Source: an optimization exercise on an open RTL-to-GDS flow (aim: small area and a short achievable clock period). Production flows keep margins and buffers that such runs may drop.
At most, simulation tests tie the RTL to the original design; equivalence was not proved.
No driver is modelled on the clock port, so clocking that relies on it looks cheaper here than on a real chip.
No activity file was given, so power comes from the tool's default toggle rates.

## fifo29
module fifo29(
    input Clk,
    input [31:0] dataIn,
    input RD,
    input WR,
    input EN,
    input Rst,
    output reg [31:0] dataOut,
    output reg EMPTY,
    output reg FULL
);
Size in the first run: about 560 cells after synthesis, about 320 flip-flops, roughly 11000 µm² of cells after synthesis.
==> module fifo29, before the edit <==
module fifo29(
    input Clk,
    input [31:0] dataIn,
    input RD,
    input WR,
    input EN,
    input Rst,
    output reg [31:0] dataOut,
    output reg EMPTY,
    output reg FULL
);
reg [31:0] FIFO [7:0];
reg [7:0] rdPtr, wrPtr;
reg notEmpty, notFull;
reg [7:0] rdOk;
wire act = EN && !Rst;
wire rdGo = act && RD && notEmpty;
wire wrGo = act && WR && notFull;
wire [7:0] rdPtrInc = {rdPtr[6:0], rdPtr[7]};
wire [7:0] wrPtrInc = {wrPtr[6:0], wrPtr[7]};
wire lastWord = |(rdPtrInc & wrPtr);
wire lastSlot = |(wrPtrInc & rdPtr);
wire hold = !EN;
wire clear = EN && Rst;
wire [7:0] rdStep = rdGo ? rdPtrInc : rdPtr;
wire [7:0] wrStep = wrGo ? wrPtrInc : wrPtr;
wire emptyStep = (rdGo && !wrGo) ? lastWord : (wrGo ? 1'b0 : !notEmpty);
wire fullStep = (wrGo && !rdGo) ? lastSlot : (rdGo ? 1'b0 : !notFull);
wire emptyNext = (act & emptyStep) | clear | (hold & !notEmpty);
wire fullNext = (act & fullStep) | (hold & !notFull);
wire [7:0] rdPtrNext = ({8{act}} & rdStep) | ({8{hold}} & rdPtr) | {7'd0, clear};
always @(posedge Clk) begin
    rdPtr <= rdPtrNext;
    rdOk <= rdPtrNext & {8{!emptyNext}};
    wrPtr <= ({8{act}} & wrStep) | ({8{hold}} & wrPtr) | {7'd0, clear};
    notEmpty <= !emptyNext;
    notFull <= !fullNext;
    EMPTY <= emptyNext;
    FULL <= fullNext;
end
wire [7:0] wrSlot = {8{notFull}} & wrPtr;
wire [7:0] rdSlot = rdOk;
wire [31:0] wrEn [7:0];
wire [31:0] rdSel [7:0];
wire [31:0] rdHold;
genvar g, c;
generate
    for (c = 0; c < 2; c = c + 1) begin : gLane
        for (g = 0; g < 8; g = g + 1) begin : gWord
            fifo29_gate4 gw (.en(EN), .req(WR), .rst(Rst), .ok(wrSlot[g]), .y(wrEn[g][16*c]));
            fifo29_gate4 gr (.en(EN), .req(RD), .rst(Rst), .ok(rdSlot[g]), .y(rdSel[g][16*c]));
            assign wrEn[g][16*c+15:16*c+1] = {15{wrEn[g][16*c]}};
            assign rdSel[g][16*c+15:16*c+1] = {15{rdSel[g][16*c]}};
        end
        fifo29_nand4 gh (.en(EN), .req(RD), .rst(Rst), .ok(notEmpty), .y(rdHold[16*c]));
        assign rdHold[16*c+15:16*c+1] = {15{rdHold[16*c]}};
    end
endgenerate
integer i, b;
always @(posedge Clk) begin
    for (i = 0; i < 8; i = i + 1)
        for (b = 0; b < 32; b = b + 1)
            if (wrEn[i][b])
                FIFO[i][b] <= dataIn[b];
end
wire [31:0] rdData;
genvar k;
generate
    for (k = 0; k < 32; k = k + 1) begin : gBit
        wire n0, n1, n2;
        fifo29_aoi222 g0 (.a0(FIFO[0][k]), .s0(rdSel[0][k]), .a1(FIFO[1][k]), .s1(rdSel[1][k]), .a2(FIFO[2][k]), .s2(rdSel[2][k]), .y(n0));
        fifo29_aoi222 g1 (.a0(FIFO[3][k]), .s0(rdSel[3][k]), .a1(FIFO[4][k]), .s1(rdSel[4][k]), .a2(FIFO[5][k]), .s2(rdSel[5][k]), .y(n1));
        fifo29_aoi222 g2 (.a0(FIFO[6][k]), .s0(rdSel[6][k]), .a1(FIFO[7][k]), .s1(rdSel[7][k]), .a2(dataOut[k]), .s2(rdHold[k]), .y(n2));
        assign rdData[k] = ~(n0 & n1 & n2);
    end
endgenerate
always @(posedge Clk)
    dataOut <= rdData;
endmodule
==> flow/config.mk <==
export PLATFORM = sky130hd
export DESIGN_NAME = fifo29
export DESIGN_NICKNAME = fifo29
export VERILOG_FILES = /design/flow/design.v
export SDC_FILE = /design/flow/constraint.sdc
export NUM_CORES = 4
export LEC_CHECK = 0
export CAP_MARGIN = 20
export CORE_MARGIN = 2
export CORE_UTILIZATION = 50
export SETUP_SLACK_MARGIN = 1.6
export SLEW_MARGIN = 20
export SYNTH_HIERARCHICAL = 1
export SYNTH_MINIMUM_KEEP_SIZE = 0
export TNS_END_PERCENT = 0
==> flow/constraint.sdc <==
create_clock -name core_clock -period 3.0 [get_ports {Clk}]
set_input_delay 0.6000 -clock core_clock [delete_from_list [all_inputs] [get_ports {Clk}]]
set_output_delay 0.6000 -clock core_clock [all_outputs]
set_load 0.01 [all_outputs]
standard.sh (not shown) runs the stock make flow with config.mk's settings and CLKGATE_MAP_FILE= SYNTH_SCRIPT=/design/flow/synth_recipe.tcl, a recipe that flattens the netlist after the stock synthesis.
==> flow/flow/run.sh <==
#!/bin/bash
# The standard layout (standard.sh), with these changes:
#  - plain buffers (buf_2) instead of delay buffers on the ports;
#  - a hand-built two-level clock tree, made by flow/pre_cts.tcl before CTS;
#  - any extra ORFS make variables listed one per line in flow/extra_args.txt.
# ORFS's own logs stay under orfs/logs; make's output goes to flow.log.
set -euo pipefail
here=$(pwd)
args=("BUFFER_PORTS_ARGS=-buffer_cell sky130_fd_sc_hd__buf_2" "PRE_CTS_TCL=$here/flow/pre_cts.tcl")
if [[ -f flow/extra_args.txt ]]; then
  while IFS= read -r line; do
    [[ -n "$line" ]] && args+=("$line")
  done < flow/extra_args.txt
fi
bash standard.sh "${args[@]}" finish > flow.log 2>&1
Other scripts of this flow, unchanged in this note and not shown: flow/flow/mtree.tcl, flow/flow/pre_cts.tcl
The first run passed the timing, design-rule and antenna checks.
Then changed:
--- a/flow/design.v
+++ b/flow/design.v
@@ -11,9 +11,9 @@
 );
 reg [31:0] FIFO [7:0];
 reg [7:0] rdPtr, wrPtr;
 reg notEmpty, notFull;
-reg [7:0] rdOk;
+reg [7:0] rdOk, wrOk;
 wire act = EN && !Rst;
 wire rdGo = act && RD && notEmpty;
 wire wrGo = act && WR && notFull;
 wire [7:0] rdPtrInc = {rdPtr[6:0], rdPtr[7]};
@@ -28,41 +28,40 @@
 wire fullStep = (wrGo && !rdGo) ? lastSlot : (rdGo ? 1'b0 : !notFull);
 wire emptyNext = (act & emptyStep) | clear | (hold & !notEmpty);
 wire fullNext = (act & fullStep) | (hold & !notFull);
 wire [7:0] rdPtrNext = ({8{act}} & rdStep) | ({8{hold}} & rdPtr) | {7'd0, clear};
+wire [7:0] wrPtrNext = ({8{act}} & wrStep) | ({8{hold}} & wrPtr) | {7'd0, clear};
 always @(posedge Clk) begin
     rdPtr <= rdPtrNext;
     rdOk <= rdPtrNext & {8{!emptyNext}};
-    wrPtr <= ({8{act}} & wrStep) | ({8{hold}} & wrPtr) | {7'd0, clear};
+    wrPtr <= wrPtrNext;
+    wrOk <= wrPtrNext & {8{!fullNext}};
     notEmpty <= !emptyNext;
     notFull <= !fullNext;
     EMPTY <= emptyNext;
     FULL <= fullNext;
 end
-wire [7:0] wrSlot = {8{notFull}} & wrPtr;
+wire [7:0] wrSlot = wrOk;
 wire [7:0] rdSlot = rdOk;
-wire [31:0] wrEn [7:0];
+wire [7:0] wrEn = wrSlot;
 wire [31:0] rdSel [7:0];
 wire [31:0] rdHold;
 genvar g, c;
 generate
     for (c = 0; c < 2; c = c + 1) begin : gLane
         for (g = 0; g < 8; g = g + 1) begin : gWord
-            fifo29_gate4 gw (.en(EN), .req(WR), .rst(Rst), .ok(wrSlot[g]), .y(wrEn[g][16*c]));
             fifo29_gate4 gr (.en(EN), .req(RD), .rst(Rst), .ok(rdSlot[g]), .y(rdSel[g][16*c]));
-            assign wrEn[g][16*c+15:16*c+1] = {15{wrEn[g][16*c]}};
             assign rdSel[g][16*c+15:16*c+1] = {15{rdSel[g][16*c]}};
         end
         fifo29_nand4 gh (.en(EN), .req(RD), .rst(Rst), .ok(notEmpty), .y(rdHold[16*c]));
         assign rdHold[16*c+15:16*c+1] = {15{rdHold[16*c]}};
     end
 endgenerate
-integer i, b;
+integer i;
 always @(posedge Clk) begin
     for (i = 0; i < 8; i = i + 1)
-        for (b = 0; b < 32; b = b + 1)
-            if (wrEn[i][b])
-                FIFO[i][b] <= dataIn[b];
+        if (wrEn[i])
+            FIFO[i] <= dataIn;
 end
 wire [31:0] rdData;
 genvar k;
 generate
What happened: The changed run passed the timing, design-rule and antenna checks. Worst setup slack degrades by 0.091 ns. Synthesized area barely changes. Sequential share of layout area came out higher by 1.1 points. Wire length came out lower by 2.6%. Core utilization came out higher by 0.16 points. Combinational power came out higher by 26%. Sequential power came out higher by 8.0%. Cell count came out higher by 0.63%. Critical path depth came out higher by 4. Via count came out lower by 0.95%. Global-route usage came out lower by 0.53 points. Design area stays flat. Power came out higher by 7.8%. Hold slack improves by 0.023 ns.
Only the layout flow was run in the second run of this note; the RTL was not checked for function there.

fifo29, a different RTL version from the one above (not shown whole).
For scale: roughly 580 cells after synthesis, about 71 I/O pins.
==> module fifo29, before the edit <==
module fifo29(
    input Clk,
    input [31:0] dataIn,
    input RD,
    input WR,
    input EN,
    input Rst,
    output reg [31:0] dataOut,
    output reg EMPTY,
    output reg FULL
);
reg [31:0] FIFO [7:0];
reg [7:0] rdPtr, wrPtr;
reg notEmpty, notFull;
reg [7:0] rdOk;
wire act = EN && !Rst;
wire hold = !EN;
wire clear = EN && Rst;
wire [7:0] rdPtrInc = {rdPtr[6:0], rdPtr[7]};
wire [7:0] wrPtrInc = {wrPtr[6:0], wrPtr[7]};
wire oneWord = notEmpty & |(rdPtrInc & wrPtr);
wire oneSlot = notFull & |(wrPtrInc & rdPtr);
wire r = RD & notEmpty;
wire w = WR & notFull;
wire emptyAct = !w & (!notEmpty | (RD & oneWord));
wire fullAct = !r & (!notFull | (WR & oneSlot));
wire [7:0] rdPtrAct = r ? rdPtrInc : rdPtr;
wire [7:0] wrPtrAct = w ? wrPtrInc : wrPtr;
wire [7:0] rdOkAct = r ? (rdPtrInc & {8{w | !oneWord}}) : (rdPtr & {8{w | notEmpty}});
wire emptyNext = (act & emptyAct) | clear | (hold & !notEmpty);
wire fullNext = (act & fullAct) | (hold & !notFull);
always @(posedge Clk) begin
    rdPtr <= ({8{act}} & rdPtrAct) | ({8{hold}} & rdPtr) | {7'd0, clear};
    wrPtr <= ({8{act}} & wrPtrAct) | ({8{hold}} & wrPtr) | {7'd0, clear};
    rdOk <= ({8{act}} & rdOkAct) | ({8{hold}} & rdOk);
    notEmpty <= !emptyNext;
    notFull <= !fullNext;
    EMPTY <= emptyNext;
    FULL <= fullNext;
end
wire [7:0] wrSlot = {8{notFull}} & wrPtr;
wire [7:0] rdSlot = rdOk;
wire [31:0] wrEn [7:0];
wire [31:0] rdSel [7:0];
wire [31:0] rdHold;
genvar g, c;
generate
    for (c = 0; c < 2; c = c + 1) begin : gLane
        wire reqRd, reqWr;
        fifo29_req qr (.en(EN), .req(RD), .rst(Rst), .y(reqRd));
        fifo29_req qw (.en(EN), .req(WR), .rst(Rst), .y(reqWr));
        for (g = 0; g < 8; g = g + 1) begin : gWord
            fifo29_and2 gw (.a(reqWr), .b(wrSlot[g]), .y(wrEn[g][16*c]));
            fifo29_and2 gr (.a(reqRd), .b(rdSlot[g]), .y(rdSel[g][16*c]));
            assign wrEn[g][16*c+15:16*c+1] = {15{wrEn[g][16*c]}};
            assign rdSel[g][16*c+15:16*c+1] = {15{rdSel[g][16*c]}};
        end
        fifo29_nand2 gh (.a(reqRd), .b(notEmpty), .y(rdHold[16*c]));
        assign rdHold[16*c+15:16*c+1] = {15{rdHold[16*c]}};
    end
endgenerate
integer i, b;
always @(posedge Clk) begin
    for (i = 0; i < 8; i = i + 1)
        for (b = 0; b < 32; b = b + 1)
            if (wrEn[i][b])
                FIFO[i][b] <= dataIn[b];
end
wire [31:0] rdData;
genvar k;
generate
    for (k = 0; k < 32; k = k + 1) begin : gBit
        wire n0, n1, n2;
        fifo29_aoi222 g0 (.a0(FIFO[0][k]), .s0(rdSel[0][k]), .a1(FIFO[1][k]), .s1(rdSel[1][k]), .a2(FIFO[2][k]), .s2(rdSel[2][k]), .y(n0));
        fifo29_aoi222 g1 (.a0(FIFO[3][k]), .s0(rdSel[3][k]), .a1(FIFO[4][k]), .s1(rdSel[4][k]), .a2(FIFO[5][k]), .s2(rdSel[5][k]), .y(n1));
        fifo29_aoi222 g2 (.a0(FIFO[6][k]), .s0(rdSel[6][k]), .a1(FIFO[7][k]), .s1(rdSel[7][k]), .a2(dataOut[k]), .s2(rdHold[k]), .y(n2));
        assign rdData[k] = ~(n0 & n1 & n2);
    end
endgenerate
always @(posedge Clk)
    dataOut <= rdData;
endmodule
==> module fifo29_req, before the edit <==
module fifo29_req(
    input en, req, rst,
    output y
);
assign y = en & req & !rst;
endmodule
==> module fifo29_and2, before the edit <==
module fifo29_and2(
    input a, b,
    output y
);
assign y = a & b;
endmodule
==> module fifo29_nand2, before the edit <==
module fifo29_nand2(
    input a, b,
    output y
);
assign y = !(a & b);
endmodule
export LEC_CHECK = 0
export CAP_MARGIN = 20
export CORE_MARGIN = 2
export CORE_UTILIZATION = 50
export SETUP_SLACK_MARGIN = 1.6
export SLEW_MARGIN = 20
export SYNTH_HIERARCHICAL = 1
export SYNTH_MINIMUM_KEEP_SIZE = 0
export TNS_END_PERCENT = 0
create_clock -name core_clock -period 3.0 [get_ports {Clk}]
Scripts as last shown in full above: flow/flow/run.sh
Other scripts of this flow, unchanged in this note and not shown: flow/flow/mtree.tcl, flow/flow/pre_cts.tcl
==> next run, changes <==
--- a/flow/design.v
+++ b/flow/design.v
@@ -44,20 +44,17 @@
 wire [31:0] rdSel [7:0];
 wire [31:0] rdHold;
 genvar g, c;
 generate
     for (c = 0; c < 2; c = c + 1) begin : gLane
-        wire reqRd, reqWr;
-        fifo29_req qr (.en(EN), .req(RD), .rst(Rst), .y(reqRd));
-        fifo29_req qw (.en(EN), .req(WR), .rst(Rst), .y(reqWr));
         for (g = 0; g < 8; g = g + 1) begin : gWord
-            fifo29_and2 gw (.a(reqWr), .b(wrSlot[g]), .y(wrEn[g][16*c]));
-            fifo29_and2 gr (.a(reqRd), .b(rdSlot[g]), .y(rdSel[g][16*c]));
+            fifo29_gate4 gw (.en(EN), .req(WR), .rst(Rst), .ok(wrSlot[g]), .y(wrEn[g][16*c]));
+            fifo29_gate4 gr (.en(EN), .req(RD), .rst(Rst), .ok(rdSlot[g]), .y(rdSel[g][16*c]));
             assign wrEn[g][16*c+15:16*c+1] = {15{wrEn[g][16*c]}};
             assign rdSel[g][16*c+15:16*c+1] = {15{rdSel[g][16*c]}};
         end
-        fifo29_nand2 gh (.a(reqRd), .b(notEmpty), .y(rdHold[16*c]));
+        fifo29_nand4 gh (.en(EN), .req(RD), .rst(Rst), .ok(notEmpty), .y(rdHold[16*c]));
         assign rdHold[16*c+15:16*c+1] = {15{rdHold[16*c]}};
     end
 endgenerate
 integer i, b;
 always @(posedge Clk) begin
@@ -84,23 +81,17 @@
     input a0, s0, a1, s1, a2, s2,
     output y
 );
 assign y = ~((a0 & s0) | (a1 & s1) | (a2 & s2));
 endmodule
-module fifo29_req(
-    input en, req, rst,
+module fifo29_gate4(
+    input en, req, rst, ok,
     output y
 );
-assign y = en & req & !rst;
+assign y = en & req & !rst & ok;
 endmodule
-module fifo29_and2(
-    input a, b,
+module fifo29_nand4(
+    input en, req, rst, ok,
     output y
 );
-assign y = a & b;
+assign y = !(en & req & !rst & ok);
 endmodule
-module fifo29_nand2(
-    input a, b,
-    output y
-);
-assign y = !(a & b);
-endmodule
Result:
- synthesized area grows by about 0.9%
- maximum frequency grows by about 13%
- die area grows by about 0.8%
- clock power stays flat
- power barely changes
- cell area grows by about 1.5%
- worst setup slack improves by 0.19 ns
- first-iteration DRC count grows by about 12%
- sequential share of layout area shrinks by 1.0 points
- cell count grows by 1.7%
- routed wire length shrinks by 1.6%
No run of this note included a check of the RTL's function; only the layout flow was run.

==> afterwards: timing with drivers on the ports <==
No port has a modelled driver above. Below, the same layouts with a new extraction and two added sets of constraints.
Step 1, drivers: a clkbuf_16 drives Clk and a buf_2 each remaining input, both assumed.
Step 2 adds t to the input delays and takes it off the output delays; t is the mean of the earliest and latest rising clock arrival at the registers after step 1. Input paths then give back, and output paths get back, about the clock's delay inside the block.
Slacks: ideal ports / drivers / drivers and shift; pairs: ideal ports / drivers.
run | t (ns) | slack for setup (ns) | hold WS [ns]
the first run of note 1 | 0.402 | 1.514 / 1.420 / 1.153 | 0.459 / 0.459 / 0.459
the second run of note 1 | 0.406 | 1.423 / 1.365 / 0.959 | 0.482 / 0.464 / 0.482
the first run of note 2 | 0.403 | 1.322 / 1.333 / 0.930 | 0.471 / 0.469 / 0.471
the second run of note 2 | 0.400 | 1.511 / 1.417 / 1.128 | 0.470 / 0.470 / 0.470
After both steps setup and hold are still met in every run listed. The setup slack of the second run of note 1, which loses most, moves by -0.058 ns with the drivers and by -0.464 ns with both steps.
